Background: an optimization exercise with open tools, aiming at small area. Do not read the settings as production practice. Function not checked in this run: the RTL went through the layout flow alone. Power and IR drop assume default switching activity.

## flow/flow/run.sh

```bash
#!/bin/bash
# Standard ORFS layout (the standard.sh, unchanged synthesis), except that the
# port buffers inserted before global placement are the smallest buffer cell
# instead of the resizer's default choice. Full make/tool output goes to
# standard.log; ORFS keeps each step's own log under orfs/logs/.
set -euo pipefail
export BUFFER_PORTS_ARGS="-buffer_cell sky130_fd_sc_hd__buf_1"
bash standard.sh > standard.log 2>&1
```

## flow/standard.sh

```bash
#!/bin/bash
# synth_recipe.tcl (not shown) runs the flow's synth.tcl, then flattens the netlist and writes it again
# the make line also repeats each setting of config.mk as NAME=value (left out here)
make -C /OpenROAD-flow-scripts/flow DESIGN_CONFIG=/design/flow/config.mk WORK_HOME=/design/flow/orfs CLKGATE_MAP_FILE= SYNTH_SCRIPT=/design/flow/synth_recipe.tcl "${@:-finish}"
```

## flow/design.v

```verilog
module half_adder(input wire a, input wire b, output wire s, output wire co);
    assign s  = a ^ b;
    assign co = a & b;
endmodule
module full_adder(input wire a, input wire b, input wire ci, output wire s, output wire co);
    assign s  = a ^ b ^ ci;
    assign co = (a & b) | (a & ci) | (b & ci);
endmodule
module booth_sel(input wire one, input wire two, input wire neg, input wire a, input wire am1, output wire x);
    assign x = ((one & a) | (two & am1)) ^ neg;
endmodule
module booth_sel1(input wire one, input wire neg, input wire a, output wire x);
    assign x = (one & a) ^ neg;
endmodule
module booth_selm(input wire one, input wire two, input wire neg, input wire a, output wire xn);
    assign xn = ~(((one | two) & a) ^ neg);
endmodule
module multi16x16(
    input   wire            a_signed,
    input   wire            b_signed,
    input   wire    [15:0]  mula,
    input   wire    [15:0]  mulb,
    output  wire    [31:0]  out
);
    wire a_top = a_signed & mula[15];
    wire b_top = b_signed & mulb[15];
    wire one0 = mulb[0];
    wire two0 = mulb[1] & ~mulb[0];
    wire neg0 = mulb[1];
    wire n1;
    assign n1 = (one0 & mula[0]) ^ neg0;
    wire n2;
    assign n2 = ((one0 & mula[1]) | (two0 & mula[0])) ^ neg0;
    wire n3;
    assign n3 = ((one0 & mula[2]) | (two0 & mula[1])) ^ neg0;
    wire n4;
    assign n4 = ((one0 & mula[3]) | (two0 & mula[2])) ^ neg0;
    wire n5;
    assign n5 = ((one0 & mula[4]) | (two0 & mula[3])) ^ neg0;
    wire n6;
    assign n6 = ((one0 & mula[5]) | (two0 & mula[4])) ^ neg0;
    wire n7;
    assign n7 = ((one0 & mula[6]) | (two0 & mula[5])) ^ neg0;
    wire n8;
    assign n8 = ((one0 & mula[7]) | (two0 & mula[6])) ^ neg0;
    wire n9;
    assign n9 = ((one0 & mula[8]) | (two0 & mula[7])) ^ neg0;
    wire n10;
    assign n10 = ((one0 & mula[9]) | (two0 & mula[8])) ^ neg0;
    wire n11;
    assign n11 = ((one0 & mula[10]) | (two0 & mula[9])) ^ neg0;
    wire n12;
    assign n12 = ((one0 & mula[11]) | (two0 & mula[10])) ^ neg0;
    wire n13;
    assign n13 = ((one0 & mula[12]) | (two0 & mula[11])) ^ neg0;
    wire n14;
    assign n14 = ((one0 & mula[13]) | (two0 & mula[12])) ^ neg0;
    wire n15;
    assign n15 = ((one0 & mula[14]) | (two0 & mula[13])) ^ neg0;
    wire n16;
    assign n16 = ((one0 & mula[15]) | (two0 & mula[14])) ^ neg0;
    wire n17;
    assign n17 = ((one0 & a_top) | (two0 & mula[15])) ^ neg0;
    wire n18;
    assign n18 = ~(((one0 | two0) & a_top) ^ neg0);
    wire one1 = mulb[2] ^ mulb[1];
    wire two1 = (mulb[3] & ~mulb[2] & ~mulb[1]) | (~mulb[3] & mulb[2] & mulb[1]);
    wire neg1 = mulb[3];
    wire n19;
    assign n19 = (one1 & mula[0]) ^ neg1;
    wire n20;
    assign n20 = ((one1 & mula[1]) | (two1 & mula[0])) ^ neg1;
    wire n21;
    assign n21 = ((one1 & mula[2]) | (two1 & mula[1])) ^ neg1;
    wire n22;
    assign n22 = ((one1 & mula[3]) | (two1 & mula[2])) ^ neg1;
    wire n23;
    assign n23 = ((one1 & mula[4]) | (two1 & mula[3])) ^ neg1;
    wire n24;
    assign n24 = ((one1 & mula[5]) | (two1 & mula[4])) ^ neg1;
    wire n25;
    assign n25 = ((one1 & mula[6]) | (two1 & mula[5])) ^ neg1;
    wire n26;
    assign n26 = ((one1 & mula[7]) | (two1 & mula[6])) ^ neg1;
    wire n27;
    assign n27 = ((one1 & mula[8]) | (two1 & mula[7])) ^ neg1;
    wire n28;
    assign n28 = ((one1 & mula[9]) | (two1 & mula[8])) ^ neg1;
    wire n29;
    assign n29 = ((one1 & mula[10]) | (two1 & mula[9])) ^ neg1;
    wire n30;
    assign n30 = ((one1 & mula[11]) | (two1 & mula[10])) ^ neg1;
    wire n31;
    assign n31 = ((one1 & mula[12]) | (two1 & mula[11])) ^ neg1;
    wire n32;
    assign n32 = ((one1 & mula[13]) | (two1 & mula[12])) ^ neg1;
    wire n33;
    assign n33 = ((one1 & mula[14]) | (two1 & mula[13])) ^ neg1;
    wire n34;
    assign n34 = ((one1 & mula[15]) | (two1 & mula[14])) ^ neg1;
    wire n35;
    assign n35 = ((one1 & a_top) | (two1 & mula[15])) ^ neg1;
    wire n36;
    assign n36 = ~(((one1 | two1) & a_top) ^ neg1);
    wire one2 = mulb[4] ^ mulb[3];
    wire two2 = (mulb[5] & ~mulb[4] & ~mulb[3]) | (~mulb[5] & mulb[4] & mulb[3]);
    wire neg2 = mulb[5];
    wire n37;
    assign n37 = (one2 & mula[0]) ^ neg2;
    wire n38;
    assign n38 = ((one2 & mula[1]) | (two2 & mula[0])) ^ neg2;
    wire n39;
    assign n39 = ((one2 & mula[2]) | (two2 & mula[1])) ^ neg2;
    wire n40;
    assign n40 = ((one2 & mula[3]) | (two2 & mula[2])) ^ neg2;
    wire n41;
    assign n41 = ((one2 & mula[4]) | (two2 & mula[3])) ^ neg2;
    wire n42;
    assign n42 = ((one2 & mula[5]) | (two2 & mula[4])) ^ neg2;
    wire n43;
    assign n43 = ((one2 & mula[6]) | (two2 & mula[5])) ^ neg2;
    wire n44;
    assign n44 = ((one2 & mula[7]) | (two2 & mula[6])) ^ neg2;
    wire n45;
    assign n45 = ((one2 & mula[8]) | (two2 & mula[7])) ^ neg2;
    wire n46;
    assign n46 = ((one2 & mula[9]) | (two2 & mula[8])) ^ neg2;
    wire n47;
    assign n47 = ((one2 & mula[10]) | (two2 & mula[9])) ^ neg2;
    wire n48;
    assign n48 = ((one2 & mula[11]) | (two2 & mula[10])) ^ neg2;
    wire n49;
    assign n49 = ((one2 & mula[12]) | (two2 & mula[11])) ^ neg2;
    wire n50;
    assign n50 = ((one2 & mula[13]) | (two2 & mula[12])) ^ neg2;
    wire n51;
    assign n51 = ((one2 & mula[14]) | (two2 & mula[13])) ^ neg2;
    wire n52;
    assign n52 = ((one2 & mula[15]) | (two2 & mula[14])) ^ neg2;
    wire n53;
    assign n53 = ((one2 & a_top) | (two2 & mula[15])) ^ neg2;
    wire n54;
    assign n54 = ~(((one2 | two2) & a_top) ^ neg2);
    wire one3 = mulb[6] ^ mulb[5];
    wire two3 = (mulb[7] & ~mulb[6] & ~mulb[5]) | (~mulb[7] & mulb[6] & mulb[5]);
    wire neg3 = mulb[7];
    wire n55;
    assign n55 = (one3 & mula[0]) ^ neg3;
    wire n56;
    assign n56 = ((one3 & mula[1]) | (two3 & mula[0])) ^ neg3;
    wire n57;
    assign n57 = ((one3 & mula[2]) | (two3 & mula[1])) ^ neg3;
    wire n58;
    assign n58 = ((one3 & mula[3]) | (two3 & mula[2])) ^ neg3;
    wire n59;
    assign n59 = ((one3 & mula[4]) | (two3 & mula[3])) ^ neg3;
    wire n60;
    assign n60 = ((one3 & mula[5]) | (two3 & mula[4])) ^ neg3;
    wire n61;
    assign n61 = ((one3 & mula[6]) | (two3 & mula[5])) ^ neg3;
    wire n62;
    assign n62 = ((one3 & mula[7]) | (two3 & mula[6])) ^ neg3;
    wire n63;
    assign n63 = ((one3 & mula[8]) | (two3 & mula[7])) ^ neg3;
    wire n64;
    assign n64 = ((one3 & mula[9]) | (two3 & mula[8])) ^ neg3;
    wire n65;
    assign n65 = ((one3 & mula[10]) | (two3 & mula[9])) ^ neg3;
    wire n66;
    assign n66 = ((one3 & mula[11]) | (two3 & mula[10])) ^ neg3;
    wire n67;
    assign n67 = ((one3 & mula[12]) | (two3 & mula[11])) ^ neg3;
    wire n68;
    assign n68 = ((one3 & mula[13]) | (two3 & mula[12])) ^ neg3;
    wire n69;
    assign n69 = ((one3 & mula[14]) | (two3 & mula[13])) ^ neg3;
    wire n70;
    assign n70 = ((one3 & mula[15]) | (two3 & mula[14])) ^ neg3;
    wire n71;
    assign n71 = ((one3 & a_top) | (two3 & mula[15])) ^ neg3;
    wire n72;
    assign n72 = ~(((one3 | two3) & a_top) ^ neg3);
    wire one4 = mulb[8] ^ mulb[7];
    wire two4 = (mulb[9] & ~mulb[8] & ~mulb[7]) | (~mulb[9] & mulb[8] & mulb[7]);
    wire neg4 = mulb[9];
    wire n73;
    assign n73 = (one4 & mula[0]) ^ neg4;
    wire n74;
    assign n74 = ((one4 & mula[1]) | (two4 & mula[0])) ^ neg4;
    wire n75;
    assign n75 = ((one4 & mula[2]) | (two4 & mula[1])) ^ neg4;
    wire n76;
    assign n76 = ((one4 & mula[3]) | (two4 & mula[2])) ^ neg4;
    wire n77;
    assign n77 = ((one4 & mula[4]) | (two4 & mula[3])) ^ neg4;
    wire n78;
    assign n78 = ((one4 & mula[5]) | (two4 & mula[4])) ^ neg4;
    wire n79;
    assign n79 = ((one4 & mula[6]) | (two4 & mula[5])) ^ neg4;
    wire n80;
    assign n80 = ((one4 & mula[7]) | (two4 & mula[6])) ^ neg4;
    wire n81;
    assign n81 = ((one4 & mula[8]) | (two4 & mula[7])) ^ neg4;
    wire n82;
    assign n82 = ((one4 & mula[9]) | (two4 & mula[8])) ^ neg4;
    wire n83;
    assign n83 = ((one4 & mula[10]) | (two4 & mula[9])) ^ neg4;
    wire n84;
    assign n84 = ((one4 & mula[11]) | (two4 & mula[10])) ^ neg4;
    wire n85;
    assign n85 = ((one4 & mula[12]) | (two4 & mula[11])) ^ neg4;
    wire n86;
    assign n86 = ((one4 & mula[13]) | (two4 & mula[12])) ^ neg4;
    wire n87;
    assign n87 = ((one4 & mula[14]) | (two4 & mula[13])) ^ neg4;
    wire n88;
    assign n88 = ((one4 & mula[15]) | (two4 & mula[14])) ^ neg4;
    wire n89;
    assign n89 = ((one4 & a_top) | (two4 & mula[15])) ^ neg4;
    wire n90;
    assign n90 = ~(((one4 | two4) & a_top) ^ neg4);
    wire one5 = mulb[10] ^ mulb[9];
    wire two5 = (mulb[11] & ~mulb[10] & ~mulb[9]) | (~mulb[11] & mulb[10] & mulb[9]);
    wire neg5 = mulb[11];
    wire n91;
    assign n91 = (one5 & mula[0]) ^ neg5;
    wire n92;
    assign n92 = ((one5 & mula[1]) | (two5 & mula[0])) ^ neg5;
    wire n93;
    assign n93 = ((one5 & mula[2]) | (two5 & mula[1])) ^ neg5;
    wire n94;
    assign n94 = ((one5 & mula[3]) | (two5 & mula[2])) ^ neg5;
    wire n95;
    assign n95 = ((one5 & mula[4]) | (two5 & mula[3])) ^ neg5;
    wire n96;
    assign n96 = ((one5 & mula[5]) | (two5 & mula[4])) ^ neg5;
    wire n97;
    assign n97 = ((one5 & mula[6]) | (two5 & mula[5])) ^ neg5;
    wire n98;
    assign n98 = ((one5 & mula[7]) | (two5 & mula[6])) ^ neg5;
    wire n99;
    assign n99 = ((one5 & mula[8]) | (two5 & mula[7])) ^ neg5;
    wire n100;
    assign n100 = ((one5 & mula[9]) | (two5 & mula[8])) ^ neg5;
    wire n101;
    assign n101 = ((one5 & mula[10]) | (two5 & mula[9])) ^ neg5;
    wire n102;
    assign n102 = ((one5 & mula[11]) | (two5 & mula[10])) ^ neg5;
    wire n103;
    assign n103 = ((one5 & mula[12]) | (two5 & mula[11])) ^ neg5;
    wire n104;
    assign n104 = ((one5 & mula[13]) | (two5 & mula[12])) ^ neg5;
    wire n105;
    assign n105 = ((one5 & mula[14]) | (two5 & mula[13])) ^ neg5;
    wire n106;
    assign n106 = ((one5 & mula[15]) | (two5 & mula[14])) ^ neg5;
    wire n107;
    assign n107 = ((one5 & a_top) | (two5 & mula[15])) ^ neg5;
    wire n108;
    assign n108 = ~(((one5 | two5) & a_top) ^ neg5);
    wire one6 = mulb[12] ^ mulb[11];
    wire two6 = (mulb[13] & ~mulb[12] & ~mulb[11]) | (~mulb[13] & mulb[12] & mulb[11]);
    wire neg6 = mulb[13];
    wire n109;
    assign n109 = (one6 & mula[0]) ^ neg6;
    wire n110;
    assign n110 = ((one6 & mula[1]) | (two6 & mula[0])) ^ neg6;
    wire n111;
    assign n111 = ((one6 & mula[2]) | (two6 & mula[1])) ^ neg6;
    wire n112;
    assign n112 = ((one6 & mula[3]) | (two6 & mula[2])) ^ neg6;
    wire n113;
    assign n113 = ((one6 & mula[4]) | (two6 & mula[3])) ^ neg6;
    wire n114;
    assign n114 = ((one6 & mula[5]) | (two6 & mula[4])) ^ neg6;
    wire n115;
    assign n115 = ((one6 & mula[6]) | (two6 & mula[5])) ^ neg6;
    wire n116;
    assign n116 = ((one6 & mula[7]) | (two6 & mula[6])) ^ neg6;
    wire n117;
    assign n117 = ((one6 & mula[8]) | (two6 & mula[7])) ^ neg6;
    wire n118;
    assign n118 = ((one6 & mula[9]) | (two6 & mula[8])) ^ neg6;
    wire n119;
    assign n119 = ((one6 & mula[10]) | (two6 & mula[9])) ^ neg6;
    wire n120;
    assign n120 = ((one6 & mula[11]) | (two6 & mula[10])) ^ neg6;
    wire n121;
    assign n121 = ((one6 & mula[12]) | (two6 & mula[11])) ^ neg6;
    wire n122;
    assign n122 = ((one6 & mula[13]) | (two6 & mula[12])) ^ neg6;
    wire n123;
    assign n123 = ((one6 & mula[14]) | (two6 & mula[13])) ^ neg6;
    wire n124;
    assign n124 = ((one6 & mula[15]) | (two6 & mula[14])) ^ neg6;
    wire n125;
    assign n125 = ((one6 & a_top) | (two6 & mula[15])) ^ neg6;
    wire n126;
    assign n126 = ~(((one6 | two6) & a_top) ^ neg6);
    wire one7 = mulb[14] ^ mulb[13];
    wire two7 = (mulb[15] & ~mulb[14] & ~mulb[13]) | (~mulb[15] & mulb[14] & mulb[13]);
    wire neg7 = mulb[15];
    wire n127;
    assign n127 = (one7 & mula[0]) ^ neg7;
    wire n128;
    assign n128 = ((one7 & mula[1]) | (two7 & mula[0])) ^ neg7;
    wire n129;
    assign n129 = ((one7 & mula[2]) | (two7 & mula[1])) ^ neg7;
    wire n130;
    assign n130 = ((one7 & mula[3]) | (two7 & mula[2])) ^ neg7;
    wire n131;
    assign n131 = ((one7 & mula[4]) | (two7 & mula[3])) ^ neg7;
    wire n132;
    assign n132 = ((one7 & mula[5]) | (two7 & mula[4])) ^ neg7;
    wire n133;
    assign n133 = ((one7 & mula[6]) | (two7 & mula[5])) ^ neg7;
    wire n134;
    assign n134 = ((one7 & mula[7]) | (two7 & mula[6])) ^ neg7;
    wire n135;
    assign n135 = ((one7 & mula[8]) | (two7 & mula[7])) ^ neg7;
    wire n136;
    assign n136 = ((one7 & mula[9]) | (two7 & mula[8])) ^ neg7;
    wire n137;
    assign n137 = ((one7 & mula[10]) | (two7 & mula[9])) ^ neg7;
    wire n138;
    assign n138 = ((one7 & mula[11]) | (two7 & mula[10])) ^ neg7;
    wire n139;
    assign n139 = ((one7 & mula[12]) | (two7 & mula[11])) ^ neg7;
    wire n140;
    assign n140 = ((one7 & mula[13]) | (two7 & mula[12])) ^ neg7;
    wire n141;
    assign n141 = ((one7 & mula[14]) | (two7 & mula[13])) ^ neg7;
    wire n142;
    assign n142 = ((one7 & mula[15]) | (two7 & mula[14])) ^ neg7;
    wire n143;
    assign n143 = ((one7 & a_top) | (two7 & mula[15])) ^ neg7;
    wire n144;
    assign n144 = ~(((one7 | two7) & a_top) ^ neg7);
    wire one8 = b_top ^ mulb[15];
    wire neg8 = b_top;
    wire n145;
    assign n145 = (one8 & mula[0]) ^ neg8;
    wire n146;
    assign n146 = (one8 & mula[1]) ^ neg8;
    wire n147;
    assign n147 = (one8 & mula[2]) ^ neg8;
    wire n148;
    assign n148 = (one8 & mula[3]) ^ neg8;
    wire n149;
    assign n149 = (one8 & mula[4]) ^ neg8;
    wire n150;
    assign n150 = (one8 & mula[5]) ^ neg8;
    wire n151;
    assign n151 = (one8 & mula[6]) ^ neg8;
    wire n152;
    assign n152 = (one8 & mula[7]) ^ neg8;
    wire n153;
    assign n153 = (one8 & mula[8]) ^ neg8;
    wire n154;
    assign n154 = (one8 & mula[9]) ^ neg8;
    wire n155;
    assign n155 = (one8 & mula[10]) ^ neg8;
    wire n156;
    assign n156 = (one8 & mula[11]) ^ neg8;
    wire n157;
    assign n157 = (one8 & mula[12]) ^ neg8;
    wire n158;
    assign n158 = (one8 & mula[13]) ^ neg8;
    wire n159;
    assign n159 = (one8 & mula[14]) ^ neg8;
    wire n160;
    assign n160 = (one8 & mula[15]) ^ neg8;
    wire n161, n162;
    half_adder ha1 (.a(neg0), .b(n1), .s(n161), .co(n162));
    wire n163, n164;
    half_adder ha2 (.a(n2), .b(n162), .s(n163), .co(n164));
    wire n165, n166;
    full_adder fa1 (.a(neg1), .b(n3), .ci(n19), .s(n165), .co(n166));
    wire n167, n168;
    half_adder ha3 (.a(n164), .b(n165), .s(n167), .co(n168));
    wire n169, n170;
    full_adder fa2 (.a(n4), .b(n20), .ci(n166), .s(n169), .co(n170));
    wire n171, n172;
    half_adder ha4 (.a(n168), .b(n169), .s(n171), .co(n172));
    wire n173, n174;
    full_adder fa3 (.a(neg2), .b(n5), .ci(n21), .s(n173), .co(n174));
    wire n175, n176;
    full_adder fa4 (.a(n37), .b(n173), .ci(n170), .s(n175), .co(n176));
    wire n177, n178;
    half_adder ha5 (.a(n172), .b(n175), .s(n177), .co(n178));
    wire n179, n180;
    full_adder fa5 (.a(n6), .b(n22), .ci(n38), .s(n179), .co(n180));
    wire n181, n182;
    full_adder fa6 (.a(n174), .b(n179), .ci(n176), .s(n181), .co(n182));
    wire n183, n184;
    half_adder ha6 (.a(n178), .b(n181), .s(n183), .co(n184));
    wire n185, n186;
    full_adder fa7 (.a(neg3), .b(n7), .ci(n23), .s(n185), .co(n186));
    wire n187, n188;
    full_adder fa8 (.a(n39), .b(n55), .ci(n180), .s(n187), .co(n188));
    wire n189, n190;
    full_adder fa9 (.a(n185), .b(n187), .ci(n182), .s(n189), .co(n190));
    wire n191, n192;
    half_adder ha7 (.a(n184), .b(n189), .s(n191), .co(n192));
    wire n193, n194;
    full_adder fa10 (.a(n8), .b(n24), .ci(n40), .s(n193), .co(n194));
    wire n195, n196;
    full_adder fa11 (.a(n56), .b(n186), .ci(n193), .s(n195), .co(n196));
    wire n197, n198;
    full_adder fa12 (.a(n188), .b(n195), .ci(n190), .s(n197), .co(n198));
    wire n199, n200;
    half_adder ha8 (.a(n192), .b(n197), .s(n199), .co(n200));
    wire n201, n202;
    full_adder fa13 (.a(neg4), .b(n9), .ci(n25), .s(n201), .co(n202));
    wire n203, n204;
    full_adder fa14 (.a(n41), .b(n57), .ci(n73), .s(n203), .co(n204));
    wire n205, n206;
    full_adder fa15 (.a(n194), .b(n201), .ci(n203), .s(n205), .co(n206));
    wire n207, n208;
    full_adder fa16 (.a(n196), .b(n205), .ci(n198), .s(n207), .co(n208));
    wire n209, n210;
    full_adder fa17 (.a(n10), .b(n26), .ci(n42), .s(n209), .co(n210));
    wire n211, n212;
    full_adder fa18 (.a(n58), .b(n74), .ci(n202), .s(n211), .co(n212));
    wire n213, n214;
    full_adder fa19 (.a(n204), .b(n209), .ci(n211), .s(n213), .co(n214));
    wire n215, n216;
    half_adder ha9 (.a(n206), .b(n213), .s(n215), .co(n216));
    wire n217, n218;
    full_adder fa20 (.a(neg5), .b(n11), .ci(n27), .s(n217), .co(n218));
    wire n219, n220;
    full_adder fa21 (.a(n43), .b(n59), .ci(n75), .s(n219), .co(n220));
    wire n221, n222;
    full_adder fa22 (.a(n91), .b(n210), .ci(n217), .s(n221), .co(n222));
    wire n223, n224;
    full_adder fa23 (.a(n219), .b(n212), .ci(n221), .s(n223), .co(n224));
    wire n225, n226;
    full_adder fa24 (.a(n214), .b(n223), .ci(n216), .s(n225), .co(n226));
    wire n227, n228;
    full_adder fa25 (.a(n12), .b(n28), .ci(n44), .s(n227), .co(n228));
    wire n229, n230;
    full_adder fa26 (.a(n60), .b(n76), .ci(n92), .s(n229), .co(n230));
    wire n231, n232;
    full_adder fa27 (.a(n218), .b(n220), .ci(n227), .s(n231), .co(n232));
    wire n233, n234;
    full_adder fa28 (.a(n229), .b(n222), .ci(n231), .s(n233), .co(n234));
    wire n235, n236;
    full_adder fa29 (.a(n224), .b(n233), .ci(n226), .s(n235), .co(n236));
    wire n237, n238;
    full_adder fa30 (.a(neg6), .b(n13), .ci(n29), .s(n237), .co(n238));
    wire n239, n240;
    full_adder fa31 (.a(n45), .b(n61), .ci(n77), .s(n239), .co(n240));
    wire n241, n242;
    full_adder fa32 (.a(n93), .b(n109), .ci(n228), .s(n241), .co(n242));
    wire n243, n244;
    full_adder fa33 (.a(n230), .b(n237), .ci(n239), .s(n243), .co(n244));
    wire n245, n246;
    full_adder fa34 (.a(n241), .b(n232), .ci(n243), .s(n245), .co(n246));
    wire n247, n248;
    half_adder ha10 (.a(n234), .b(n245), .s(n247), .co(n248));
    wire n249, n250;
    full_adder fa35 (.a(n14), .b(n30), .ci(n46), .s(n249), .co(n250));
    wire n251, n252;
    full_adder fa36 (.a(n62), .b(n78), .ci(n94), .s(n251), .co(n252));
    wire n253, n254;
    full_adder fa37 (.a(n110), .b(n238), .ci(n240), .s(n253), .co(n254));
    wire n255, n256;
    full_adder fa38 (.a(n249), .b(n251), .ci(n242), .s(n255), .co(n256));
    wire n257, n258;
    full_adder fa39 (.a(n244), .b(n253), .ci(n255), .s(n257), .co(n258));
    wire n259, n260;
    full_adder fa40 (.a(n246), .b(n257), .ci(n248), .s(n259), .co(n260));
    wire n261, n262;
    full_adder fa41 (.a(neg7), .b(n15), .ci(n31), .s(n261), .co(n262));
    wire n263, n264;
    full_adder fa42 (.a(n47), .b(n63), .ci(n79), .s(n263), .co(n264));
    wire n265, n266;
    full_adder fa43 (.a(n95), .b(n111), .ci(n127), .s(n265), .co(n266));
    wire n267, n268;
    full_adder fa44 (.a(n250), .b(n252), .ci(n261), .s(n267), .co(n268));
    wire n269, n270;
    full_adder fa45 (.a(n263), .b(n265), .ci(n254), .s(n269), .co(n270));
    wire n271, n272;
    full_adder fa46 (.a(n267), .b(n256), .ci(n269), .s(n271), .co(n272));
    wire n273, n274;
    full_adder fa47 (.a(n258), .b(n271), .ci(n260), .s(n273), .co(n274));
    wire n275, n276;
    full_adder fa48 (.a(n16), .b(n32), .ci(n48), .s(n275), .co(n276));
    wire n277, n278;
    full_adder fa49 (.a(n64), .b(n80), .ci(n96), .s(n277), .co(n278));
    wire n279, n280;
    full_adder fa50 (.a(n112), .b(n128), .ci(n262), .s(n279), .co(n280));
    wire n281, n282;
    full_adder fa51 (.a(n264), .b(n266), .ci(n275), .s(n281), .co(n282));
    wire n283, n284;
    full_adder fa52 (.a(n277), .b(n279), .ci(n268), .s(n283), .co(n284));
    wire n285, n286;
    full_adder fa53 (.a(n281), .b(n270), .ci(n283), .s(n285), .co(n286));
    wire n287, n288;
    half_adder ha11 (.a(n272), .b(n285), .s(n287), .co(n288));
    wire n289, n290;
    full_adder fa54 (.a(neg8), .b(n17), .ci(n33), .s(n289), .co(n290));
    wire n291, n292;
    full_adder fa55 (.a(n49), .b(n65), .ci(n81), .s(n291), .co(n292));
    wire n293, n294;
    full_adder fa56 (.a(n97), .b(n113), .ci(n129), .s(n293), .co(n294));
    wire n295, n296;
    full_adder fa57 (.a(n145), .b(n276), .ci(n278), .s(n295), .co(n296));
    wire n297, n298;
    full_adder fa58 (.a(n289), .b(n291), .ci(n293), .s(n297), .co(n298));
    wire n299, n300;
    full_adder fa59 (.a(n280), .b(n282), .ci(n295), .s(n299), .co(n300));
    wire n301, n302;
    full_adder fa60 (.a(n297), .b(n284), .ci(n299), .s(n301), .co(n302));
    wire n303, n304;
    full_adder fa61 (.a(n286), .b(n301), .ci(n288), .s(n303), .co(n304));
    wire n305 = ~n18;
    wire n306, n307;
    full_adder fa62 (.a(n34), .b(n50), .ci(n66), .s(n306), .co(n307));
    wire n308, n309;
    full_adder fa63 (.a(n82), .b(n98), .ci(n114), .s(n308), .co(n309));
    wire n310, n311;
    full_adder fa64 (.a(n130), .b(n146), .ci(n305), .s(n310), .co(n311));
    wire n312, n313;
    full_adder fa65 (.a(n290), .b(n292), .ci(n294), .s(n312), .co(n313));
    wire n314, n315;
    full_adder fa66 (.a(n306), .b(n308), .ci(n310), .s(n314), .co(n315));
    wire n316, n317;
    full_adder fa67 (.a(n296), .b(n298), .ci(n312), .s(n316), .co(n317));
    wire n318, n319;
    full_adder fa68 (.a(n314), .b(n300), .ci(n316), .s(n318), .co(n319));
    wire n320, n321;
    half_adder ha12 (.a(n302), .b(n318), .s(n320), .co(n321));
    wire n322 = ~n35;
    wire n323, n324;
    full_adder fa69 (.a(n51), .b(n67), .ci(n83), .s(n323), .co(n324));
    wire n325, n326;
    full_adder fa70 (.a(n99), .b(n115), .ci(n131), .s(n325), .co(n326));
    wire n327, n328;
    full_adder fa71 (.a(n147), .b(n18), .ci(n322), .s(n327), .co(n328));
    wire n329, n330;
    full_adder fa72 (.a(n307), .b(n309), .ci(n311), .s(n329), .co(n330));
    wire n331, n332;
    full_adder fa73 (.a(n323), .b(n325), .ci(n327), .s(n331), .co(n332));
    wire n333, n334;
    full_adder fa74 (.a(n313), .b(n315), .ci(n329), .s(n333), .co(n334));
    wire n335, n336;
    full_adder fa75 (.a(n331), .b(n317), .ci(n333), .s(n335), .co(n336));
    wire n337, n338;
    full_adder fa76 (.a(n319), .b(n335), .ci(n321), .s(n337), .co(n338));
    wire n339, n340;
    full_adder fa77 (.a(n36), .b(n52), .ci(n68), .s(n339), .co(n340));
    wire n341, n342;
    full_adder fa78 (.a(n84), .b(n100), .ci(n116), .s(n341), .co(n342));
    wire n343, n344;
    full_adder fa79 (.a(n132), .b(n148), .ci(n35), .s(n343), .co(n344));
    wire n345, n346;
    full_adder fa80 (.a(n324), .b(n326), .ci(n328), .s(n345), .co(n346));
    wire n347, n348;
    full_adder fa81 (.a(n339), .b(n341), .ci(n343), .s(n347), .co(n348));
    wire n349, n350;
    full_adder fa82 (.a(n330), .b(n332), .ci(n345), .s(n349), .co(n350));
    wire n351, n352;
    full_adder fa83 (.a(n347), .b(n334), .ci(n349), .s(n351), .co(n352));
    wire n353, n354;
    half_adder ha13 (.a(n336), .b(n351), .s(n353), .co(n354));
    wire n355 = ~n53;
    wire n356, n357;
    full_adder fa84 (.a(n69), .b(n85), .ci(n101), .s(n356), .co(n357));
    wire n358, n359;
    full_adder fa85 (.a(n117), .b(n133), .ci(n149), .s(n358), .co(n359));
    wire n360, n361;
    full_adder fa86 (.a(n355), .b(n340), .ci(n342), .s(n360), .co(n361));
    wire n362, n363;
    full_adder fa87 (.a(n344), .b(n356), .ci(n358), .s(n362), .co(n363));
    wire n364, n365;
    full_adder fa88 (.a(n346), .b(n348), .ci(n360), .s(n364), .co(n365));
    wire n366, n367;
    full_adder fa89 (.a(n362), .b(n350), .ci(n364), .s(n366), .co(n367));
    wire n368, n369;
    full_adder fa90 (.a(n352), .b(n366), .ci(n354), .s(n368), .co(n369));
    wire n370, n371;
    full_adder fa91 (.a(n54), .b(n70), .ci(n86), .s(n370), .co(n371));
    wire n372, n373;
    full_adder fa92 (.a(n102), .b(n118), .ci(n134), .s(n372), .co(n373));
    wire n374, n375;
    full_adder fa93 (.a(n150), .b(n53), .ci(n357), .s(n374), .co(n375));
    wire n376, n377;
    full_adder fa94 (.a(n359), .b(n370), .ci(n372), .s(n376), .co(n377));
    wire n378, n379;
    full_adder fa95 (.a(n361), .b(n374), .ci(n363), .s(n378), .co(n379));
    wire n380, n381;
    full_adder fa96 (.a(n376), .b(n365), .ci(n378), .s(n380), .co(n381));
    wire n382, n383;
    half_adder ha14 (.a(n367), .b(n380), .s(n382), .co(n383));
    wire n384 = ~n71;
    wire n385, n386;
    full_adder fa97 (.a(n87), .b(n103), .ci(n119), .s(n385), .co(n386));
    wire n387, n388;
    full_adder fa98 (.a(n135), .b(n151), .ci(n384), .s(n387), .co(n388));
    wire n389, n390;
    full_adder fa99 (.a(n371), .b(n373), .ci(n385), .s(n389), .co(n390));
    wire n391, n392;
    full_adder fa100 (.a(n387), .b(n375), .ci(n377), .s(n391), .co(n392));
    wire n393, n394;
    full_adder fa101 (.a(n389), .b(n379), .ci(n391), .s(n393), .co(n394));
    wire n395, n396;
    full_adder fa102 (.a(n381), .b(n393), .ci(n383), .s(n395), .co(n396));
    wire n397, n398;
    full_adder fa103 (.a(n72), .b(n88), .ci(n104), .s(n397), .co(n398));
    wire n399, n400;
    full_adder fa104 (.a(n120), .b(n136), .ci(n152), .s(n399), .co(n400));
    wire n401, n402;
    full_adder fa105 (.a(n71), .b(n386), .ci(n388), .s(n401), .co(n402));
    wire n403, n404;
    full_adder fa106 (.a(n397), .b(n399), .ci(n390), .s(n403), .co(n404));
    wire n405, n406;
    full_adder fa107 (.a(n401), .b(n392), .ci(n403), .s(n405), .co(n406));
    wire n407, n408;
    half_adder ha15 (.a(n394), .b(n405), .s(n407), .co(n408));
    wire n409 = ~n89;
    wire n410, n411;
    full_adder fa108 (.a(n105), .b(n121), .ci(n137), .s(n410), .co(n411));
    wire n412, n413;
    full_adder fa109 (.a(n153), .b(n409), .ci(n398), .s(n412), .co(n413));
    wire n414, n415;
    full_adder fa110 (.a(n400), .b(n410), .ci(n402), .s(n414), .co(n415));
    wire n416, n417;
    full_adder fa111 (.a(n412), .b(n414), .ci(n404), .s(n416), .co(n417));
    wire n418, n419;
    full_adder fa112 (.a(n406), .b(n416), .ci(n408), .s(n418), .co(n419));
    wire n420, n421;
    full_adder fa113 (.a(n90), .b(n106), .ci(n122), .s(n420), .co(n421));
    wire n422, n423;
    full_adder fa114 (.a(n138), .b(n154), .ci(n89), .s(n422), .co(n423));
    wire n424, n425;
    full_adder fa115 (.a(n411), .b(n420), .ci(n422), .s(n424), .co(n425));
    wire n426, n427;
    full_adder fa116 (.a(n413), .b(n424), .ci(n415), .s(n426), .co(n427));
    wire n428, n429;
    half_adder ha16 (.a(n426), .b(n417), .s(n428), .co(n429));
    wire n430 = ~n107;
    wire n431, n432;
    full_adder fa117 (.a(n123), .b(n139), .ci(n155), .s(n431), .co(n432));
    wire n433, n434;
    full_adder fa118 (.a(n430), .b(n421), .ci(n423), .s(n433), .co(n434));
    wire n435, n436;
    full_adder fa119 (.a(n431), .b(n425), .ci(n433), .s(n435), .co(n436));
    wire n437, n438;
    full_adder fa120 (.a(n435), .b(n427), .ci(n429), .s(n437), .co(n438));
    wire n439, n440;
    full_adder fa121 (.a(n108), .b(n124), .ci(n140), .s(n439), .co(n440));
    wire n441, n442;
    full_adder fa122 (.a(n156), .b(n107), .ci(n432), .s(n441), .co(n442));
    wire n443, n444;
    full_adder fa123 (.a(n439), .b(n434), .ci(n441), .s(n443), .co(n444));
    wire n445, n446;
    half_adder ha17 (.a(n436), .b(n443), .s(n445), .co(n446));
    wire n447 = ~n125;
    wire n448, n449;
    full_adder fa124 (.a(n141), .b(n157), .ci(n447), .s(n448), .co(n449));
    wire n450, n451;
    full_adder fa125 (.a(n440), .b(n448), .ci(n442), .s(n450), .co(n451));
    wire n452, n453;
    full_adder fa126 (.a(n444), .b(n450), .ci(n446), .s(n452), .co(n453));
    wire n454, n455;
    full_adder fa127 (.a(n126), .b(n142), .ci(n158), .s(n454), .co(n455));
    wire n456, n457;
    full_adder fa128 (.a(n125), .b(n449), .ci(n454), .s(n456), .co(n457));
    wire n458, n459;
    full_adder fa129 (.a(n456), .b(n451), .ci(n453), .s(n458), .co(n459));
    wire n460 = ~n143;
    wire n461, n462;
    full_adder fa130 (.a(n159), .b(n460), .ci(n455), .s(n461), .co(n462));
    wire n463, n464;
    half_adder ha18 (.a(n461), .b(n457), .s(n463), .co(n464));
    wire n465, n466;
    full_adder fa131 (.a(n144), .b(n160), .ci(n143), .s(n465), .co(n466));
    wire n467, n468;
    full_adder fa132 (.a(n465), .b(n462), .ci(n464), .s(n467), .co(n468));
    wire n469, n470;
    half_adder ha19 (.a(n200), .b(n207), .s(n469), .co(n470));
    wire n471, n472;
    half_adder ha20 (.a(n208), .b(n215), .s(n471), .co(n472));
    wire n473, n474;
    half_adder ha21 (.a(n236), .b(n247), .s(n473), .co(n474));
    wire n475, n476;
    half_adder ha22 (.a(n274), .b(n287), .s(n475), .co(n476));
    wire n477, n478;
    half_adder ha23 (.a(n304), .b(n320), .s(n477), .co(n478));
    wire n479, n480;
    half_adder ha24 (.a(n338), .b(n353), .s(n479), .co(n480));
    wire n481, n482;
    half_adder ha25 (.a(n369), .b(n382), .s(n481), .co(n482));
    wire n483, n484;
    half_adder ha26 (.a(n396), .b(n407), .s(n483), .co(n484));
    wire n485, n486;
    half_adder ha27 (.a(n419), .b(n428), .s(n485), .co(n486));
    wire n487, n488;
    half_adder ha28 (.a(n438), .b(n445), .s(n487), .co(n488));
    wire n489, n490;
    half_adder ha29 (.a(n459), .b(n463), .s(n489), .co(n490));
    wire n491 = n472 | (n471 & n470);
    wire n492 = n471 & n469;
    wire n493 = n235 & n225;
    wire n494 = n259 & n474;
    wire n495 = n259 & n473;
    wire n496 = n475 & n273;
    wire n497 = n477 & n303;
    wire n498 = n479 & n337;
    wire n499 = n481 & n368;
    wire n500 = n483 & n395;
    wire n501 = n485 & n418;
    wire n502 = n487 & n437;
    wire n503 = n458 & n452;
    wire n504 = n467 & n490;
    wire n505 = n467 & n489;
    wire n506 = n493 & n491;
    wire n507 = n493 & n492;
    wire n508 = n476 | (n496 & n494);
    wire n509 = n496 & n495;
    wire n510 = n480 | (n498 & n478);
    wire n511 = n498 & n497;
    wire n512 = n484 | (n500 & n482);
    wire n513 = n500 & n499;
    wire n514 = n488 | (n502 & n486);
    wire n515 = n502 & n501;
    wire n516 = n505 & n503;
    wire n517 = n508 | (n509 & n506);
    wire n518 = n509 & n507;
    wire n519 = n512 | (n513 & n510);
    wire n520 = n513 & n511;
    wire n521 = n504 | (n516 & n514);
    wire n522 = n516 & n515;
    wire n523 = n519 | (n520 & n517);
    wire n524 = n520 & n518;
    wire n525 = n521 | (n522 & n523);
    wire n526 = n522 & n524;
    wire n527 = n510 | (n511 & n517);
    wire n528 = n511 & n518;
    wire n529 = n514 | (n515 & n523);
    wire n530 = n515 & n524;
    wire n531 = n494 | (n495 & n506);
    wire n532 = n495 & n507;
    wire n533 = n478 | (n497 & n517);
    wire n534 = n497 & n518;
    wire n535 = n482 | (n499 & n527);
    wire n536 = n499 & n528;
    wire n537 = n486 | (n501 & n523);
    wire n538 = n501 & n524;
    wire n539 = n503 & n529;
    wire n540 = n503 & n530;
    wire n541 = n225 & n491;
    wire n542 = n225 & n492;
    wire n543 = n474 | (n473 & n506);
    wire n544 = n473 & n507;
    wire n545 = n273 & n531;
    wire n546 = n273 & n532;
    wire n547 = n303 & n517;
    wire n548 = n303 & n518;
    wire n549 = n337 & n533;
    wire n550 = n337 & n534;
    wire n551 = n368 & n527;
    wire n552 = n368 & n528;
    wire n553 = n395 & n535;
    wire n554 = n395 & n536;
    wire n555 = n418 & n523;
    wire n556 = n418 & n524;
    wire n557 = n437 & n537;
    wire n558 = n437 & n538;
    wire n559 = n452 & n529;
    wire n560 = n452 & n530;
    wire n561 = n490 | (n489 & n539);
    wire n562 = n489 & n540;
    wire n563 = n471 ^ n470;
    wire n564 = n225 ^ n491;
    wire n565 = n235 ^ n541;
    wire n566 = n473 ^ n506;
    wire n567 = n259 ^ n543;
    wire n568 = n273 ^ n531;
    wire n569 = n475 ^ n545;
    wire n570 = n303 ^ n517;
    wire n571 = n477 ^ n547;
    wire n572 = n337 ^ n533;
    wire n573 = n479 ^ n549;
    wire n574 = n368 ^ n527;
    wire n575 = n481 ^ n551;
    wire n576 = n395 ^ n535;
    wire n577 = n483 ^ n553;
    wire n578 = n418 ^ n523;
    wire n579 = n485 ^ n555;
    wire n580 = n437 ^ n537;
    wire n581 = n487 ^ n557;
    wire n582 = n452 ^ n529;
    wire n583 = n458 ^ n559;
    wire n584 = n489 ^ n539;
    wire n585 = n467 ^ n561;
    assign out[0] = n161;  
    assign out[1] = n163;  
    assign out[2] = n167;  
    assign out[3] = n171;  
    assign out[4] = n177;  
    assign out[5] = n183;  
    assign out[6] = n191;  
    assign out[7] = n199;  
    assign out[8] = n469;  
    assign out[9] = n563;  
    assign out[10] = n564;  
    assign out[11] = n565;  
    assign out[12] = n566;  
    assign out[13] = n567;  
    assign out[14] = n568;  
    assign out[15] = n569;  
    assign out[16] = n570;  
    assign out[17] = n571;  
    assign out[18] = n572;  
    assign out[19] = n573;  
    assign out[20] = n574;  
    assign out[21] = n575;  
    assign out[22] = n576;  
    assign out[23] = n577;  
    assign out[24] = n578;  
    assign out[25] = n579;  
    assign out[26] = n580;  
    assign out[27] = n581;  
    assign out[28] = n582;  
    assign out[29] = n583;  
    assign out[30] = n584;  
    assign out[31] = n585;  
endmodule
module mul16_top(
    input   wire            clk,
    input   wire            a_signed,
    input   wire            b_signed,
    input   wire    [15:0]  mula,
    input   wire    [15:0]  mulb,
    output  reg     [31:0]  p
);
reg             a_signed_q, b_signed_q;
reg     [15:0]  mula_q, mulb_q;
wire    [31:0]  prod;
always @(posedge clk) begin
    a_signed_q <= a_signed;
    b_signed_q <= b_signed;
    mula_q     <= mula;
    mulb_q     <= mulb;
    p          <= prod;
end
multi16x16 mult(
    .a_signed(a_signed_q),
    .b_signed(b_signed_q),
    .mula(mula_q),
    .mulb(mulb_q),
    .out(prod)
);
endmodule
```

## flow/constraint.sdc

```tcl
create_clock -name core_clock -period 6.5 [get_ports {clk}]
set_input_delay 1.3000 -clock core_clock [delete_from_list [all_inputs] [get_ports {clk}]]
set_output_delay 1.3000 -clock core_clock [all_outputs]
set_load 0.01 [all_outputs]
```

## flow/config.mk

```make
export PLATFORM = sky130hd
export DESIGN_NAME = mul16_top
export DESIGN_NICKNAME = mul16_top
export VERILOG_FILES = /design/flow/design.v
export SDC_FILE = /design/flow/constraint.sdc
export NUM_CORES = 4
export LEC_CHECK = 0
export ABC_AREA = 1
export CAP_MARGIN = 20
export CORE_MARGIN = 2
export CORE_UTILIZATION = 55
export CTS_BUF_LIST = sky130_fd_sc_hd__clkbuf_4 sky130_fd_sc_hd__clkbuf_8
export CTS_CLUSTER_SIZE = 16
export SLEW_MARGIN = 20
export SYNTH_HIERARCHICAL = 1
```

==> metrics.csv <==
stage,metric,value,unit
sta,Max transition margin,52.2,%
power_and_ir_drop,Int Pwr,0.00272,W
clock_tree,# H-tree levels,3,
synth,"Net Count, Synth",989,
global_routing,first-pass GRT wire length,30.7,mm
global_routing,antenna violations before repair,0,
routing,Starting DRT DRC Count,437,
synth,Synth area leader,fa_1,
synth,Async SR Flop Fraction,0,%
sta,Period minus WS final,5.93,ns
global_routing,GR Overflow Total,0,
sta,post-route setup slack,0.574,ns
min_path,Hold Startpoint,mulb_q[1],
clock_tree,hold_buf cts,0,
sta,clk_skew,0.0111,ns
min_path,Worst Hold Class,flop to flop,
synth,#FFs+latches synth,66,
worst_setup_path,CP required,6.80,ns
clock_tree,TritonCTS clock tree,done,
power_and_ir_drop,power density over the cells,638,nW/µm²
clock_tree,Inserted Clock Buffers,9,
routing,routed vias/inst,5.75,
sta,fin crit share,91.2,%
final_layout,share of cells above drive strength 1,8.26,%
sta,"Slew Viols, Final",0,
routing,post-route ant nets,0,
floorplan,row count,44,
clock_tree,Clock Latency Late Sink,0.38,ns
worst_setup_path,Most common cell on crit path,fa_1,
clock_tree,cts repair resizes,0,
clock_tree,CTS clock-pin slew for the worst setup and hold paths,0.08,ns
floorplan,Core Footprint,14400,µm²
final_layout,layout overhead on the synthesized area,3.65,%
synth,number of flops mapped to enable cells by yosys,0,
routing,post-detailed-route wirelength per cell,19.2,µm
power_and_ir_drop,Net Sw Frac,48.5,%
synth,synthesized area,8000,µm²
power_and_ir_drop,Pleak,3.52,nW
sta,Worst Tran Pin Value,0.709,ns
floorplan,height of the die,125,µm
sta,unrepaired setup endpoints after global routing,no,
worst_setup_path,CP max stage cell,dfxtp_1,
clock_tree,root buf cell,clkbuf_8,
routing,DRC Markers,0,
place,IO buf count,66,
sta,final setup TNS,0,ns
worst_setup_path,"Arr. time, crit path",6.23,ns
synth,post-synth top area share,33.0,%
clock_tree,Num Clock Sinks,66,
floorplan,die area,15500,µm²
synth,Synth Warn #,7,
place,dpl cell area,8090,µm²
power_and_ir_drop,Clock Power Share,6.8,%
synth,post-synthesis instance total,781,
worst_setup_path,Worst R2R Start,mulb_q[1],
routing,Final Routed Wirelength,18.9,mm
place,Final Wtd Congestion,0.870,
global_routing,GRT Util Overall,25.2,%
worst_setup_path,crit path kind,flop to flop,
routing,total vias in the final route,5656,
synth,Synth cell types,31,
final_layout,n_diodes,0,
floorplan,die width,125,µm
final_layout,final instance area,8290,µm²
worst_setup_path,chain of cells forming the critical path,"or2_4, nand2_2, buf_4, o22ai_2, xor2_1, fa_1, fa_1, fa_1, fa_1, fa_1, fa_1, ha_1, ha_1, nor2_1, nor2_1, nand2_1, nand2_1, nand2_1, nand2_1, nand2_1, a21oi_1, ha_1, nor2_1, xnor2_1",
worst_setup_path,CP max FO,15,
global_routing,largest net degree at the start of global routing,22,
worst_setup_path,Critical Path Max Stage Delay,0.59,ns
power_and_ir_drop,Net Switching,0.00257,W
synth,Post-Syn Area per Cell,10.2,µm²
final_layout,Final #Nets,1002,
synth,Main synth FF type,dfxtp_1,
routing,DR pass1 iterations,5,
power_and_ir_drop,sequential power share,12.7,%
synth,"top cells by area, synth","fa_1, dfxtp_1, xor2_1",
synth,"Seq/Total Area, Yosys",16.5,%
worst_setup_path,Setup crit start kind,flop,
place,Setup WS pre-CTS,0.640,ns
worst_setup_path,CP endpoint kind,flop,
power_and_ir_drop,VDD IR max,0.431,mV
sta,Fmax achieved,169,MHz
floorplan,# IOs,67,
power_and_ir_drop,combinational power share,80.5,%
floorplan,Initial Utilization,55.7,%
worst_setup_path,Worst Setup SP,mulb_q[1],
place,dpl hpwl,14.5,mm
run,# Max-Cap Violations,0,
sta,Fin. Hold Viols,0,
status,status,no timing/DRC/antenna violations,
clock_tree,clk buf depth,2,
sta,Setup Viol. Count Final,0,
global_routing,vias in the first global route,5795,
clock_tree,Post-CTS Setup Inserts,0,
## Yosys stat by module, one instance, submodules excluded
module      cells inside  copies in the design  flip-flops and latches  cell area (µm²)
multi16x16           554                     1                       0             3670
full_adder             1                   132                       0             20.0
mul16_top             66                     1                      66             1320
half_adder             1                    29                       0             12.5
## path summary, 6_finish.rpt
check	to	slack, ns	cells after the start
setup / recovery	p[31]	0.57	24
hold / removal	p[0]	0.81	1
setup reg to reg	p[31]	0.57	24
hold reg to reg	p[0]	0.81	1
## Yosys cell counts (all sizes together), types with 3 or more instances
cell    number
nand2       66
a21oi       25
clkinv       9
inv         29
a31oi        7
or2          7
fa         132
nor2        27
ha          41
xor2       144
clkbuf      15
o21bai       3
o21ai       10
buf         69
o22ai      123
dfxtp       66
## metal layers
| layer | wire [µm] | global-route usage (%) | part of all wire, % | vias up |
|---|---|---|---|---|
| met3 | 1360 | 5.84 | 7.2 | 30 |
| met2 | 8640 | 38.6 | 46 | 229 |
| li1 | - | - | - | 2611 |
| met1 | 8570 | 36.0 | 45 | 2786 |
| met5 | 0 | 0 | 0 | - |
| met4 | 282 | 7.01 | 1.5 | 0 |
## per-stage QoR
stage               power (W)  std cells  hold WS [ns]  utilization (%)
global route          0.00608        983         0.844             57.7
floorplan             0.00560        781         0.544                -
detailed placement    0.00502        967         0.781             56.3
finish                0.00529        983         0.813             57.7
global placement      0.00486        967         0.786             56.3
CTS                   0.00542        983         0.815             57.7
## power groups by stage
stage / clock (W) / combinational (W) / sequential [W]
after floorplan: 0 / 0.00486 / 0.000740
after global placement: 0 / 0.00418 / 0.000679
after detailed placement: 0 / 0.00434 / 0.000679
after CTS: 0.000373 / 0.00437 / 0.000671
after global routing: 0.000392 / 0.00501 / 0.000678
final: 0.000360 / 0.00426 / 0.000669
## critical path: cells and delay by family (launching register included)
kind	cells	cell delay, ns
adder cells (fa/ha/maj)	9	3.19
AND/OR/NAND/NOR	10	1.28
flip-flops	1	0.59
XOR/XNOR	2	0.33
AO/OA/AOI/OAI	2	0.23
buffers and inverters	1	0.21
## flip-flops by register name, summed over array words and instances, names as in the netlist
register and count:
p 32, mulb_q 16, a_signed_q 1, mula_q 16, b_signed_q 1
## cell type report
cell class	instances	area (µm²)
Clock buffer	9	124
Tap cell	184	230
Clock inverter	7	75.1
Timing Repair Buffer	86	398
Fill cell	1256	6080
Sequential cell	66	1320
Inverter	38	143
Multi-Input combinational cell	593	6000
## placed cells by master, fill, tap and decap left out, types with 2 or more instances in the layout
cell type	instances
xor2_1	144
fa_1	132
o22ai_1	111
dfxtp_1	66
buf_1	66
nand2_1	53
ha_1	41
inv_1	28
nor2_1	27
a21oi_1	25
buf_4	20
nand2_2	12
o22ai_2	12
o21ai_0	10
clkinv_1	9
clkbuf_8	9
a31oi_1	7
or2_1	4
or2_4	3
o21bai_1	3
nand3_1	2
xnor2_1	2
clkinv_2	2
clkinv_4	2
inv_6	2
## cell families after synthesis
| family | Yosys count | share of synthesized area (%) |
|---|---|---|
| buf+inv | 122 | 8.48 |
| fa+ha+maj | 173 | 39.5 |
| xor+xnor | 146 | 16.0 |
| flops | 66 | 16.5 |
| simple gates | 103 | 5.68 |
| compound gates | 171 | 13.9 |

port drivers added, routing unchanged:
The results above use ideal ports. As a check the final layout listed here was re-extracted and re-timed, cells and wires unchanged.
Step 1, drivers: a clkbuf_16 drives clk and a buf_2 each remaining input, both assumed.
Step 2 adds t to the input delays and takes it off the output delays; t is the mean of the earliest and latest rising clock arrival at the registers after step 1. Input paths then give back, and output paths get back, about the clock's delay inside the block.
a / b / c = no drivers / after step 1 / after step 2; a / b = the first two.
t, ns: 0.407
setup WS [ns]: 0.574 / 0.573 / 0.573
hold WS [ns]: 0.813 / 0.813 / 0.813
worst setup path at the end: register to register
After both steps this run still meets setup and hold. The setup slack of this run moves by -0.001 ns with the drivers and by -0.001 ns with both steps.
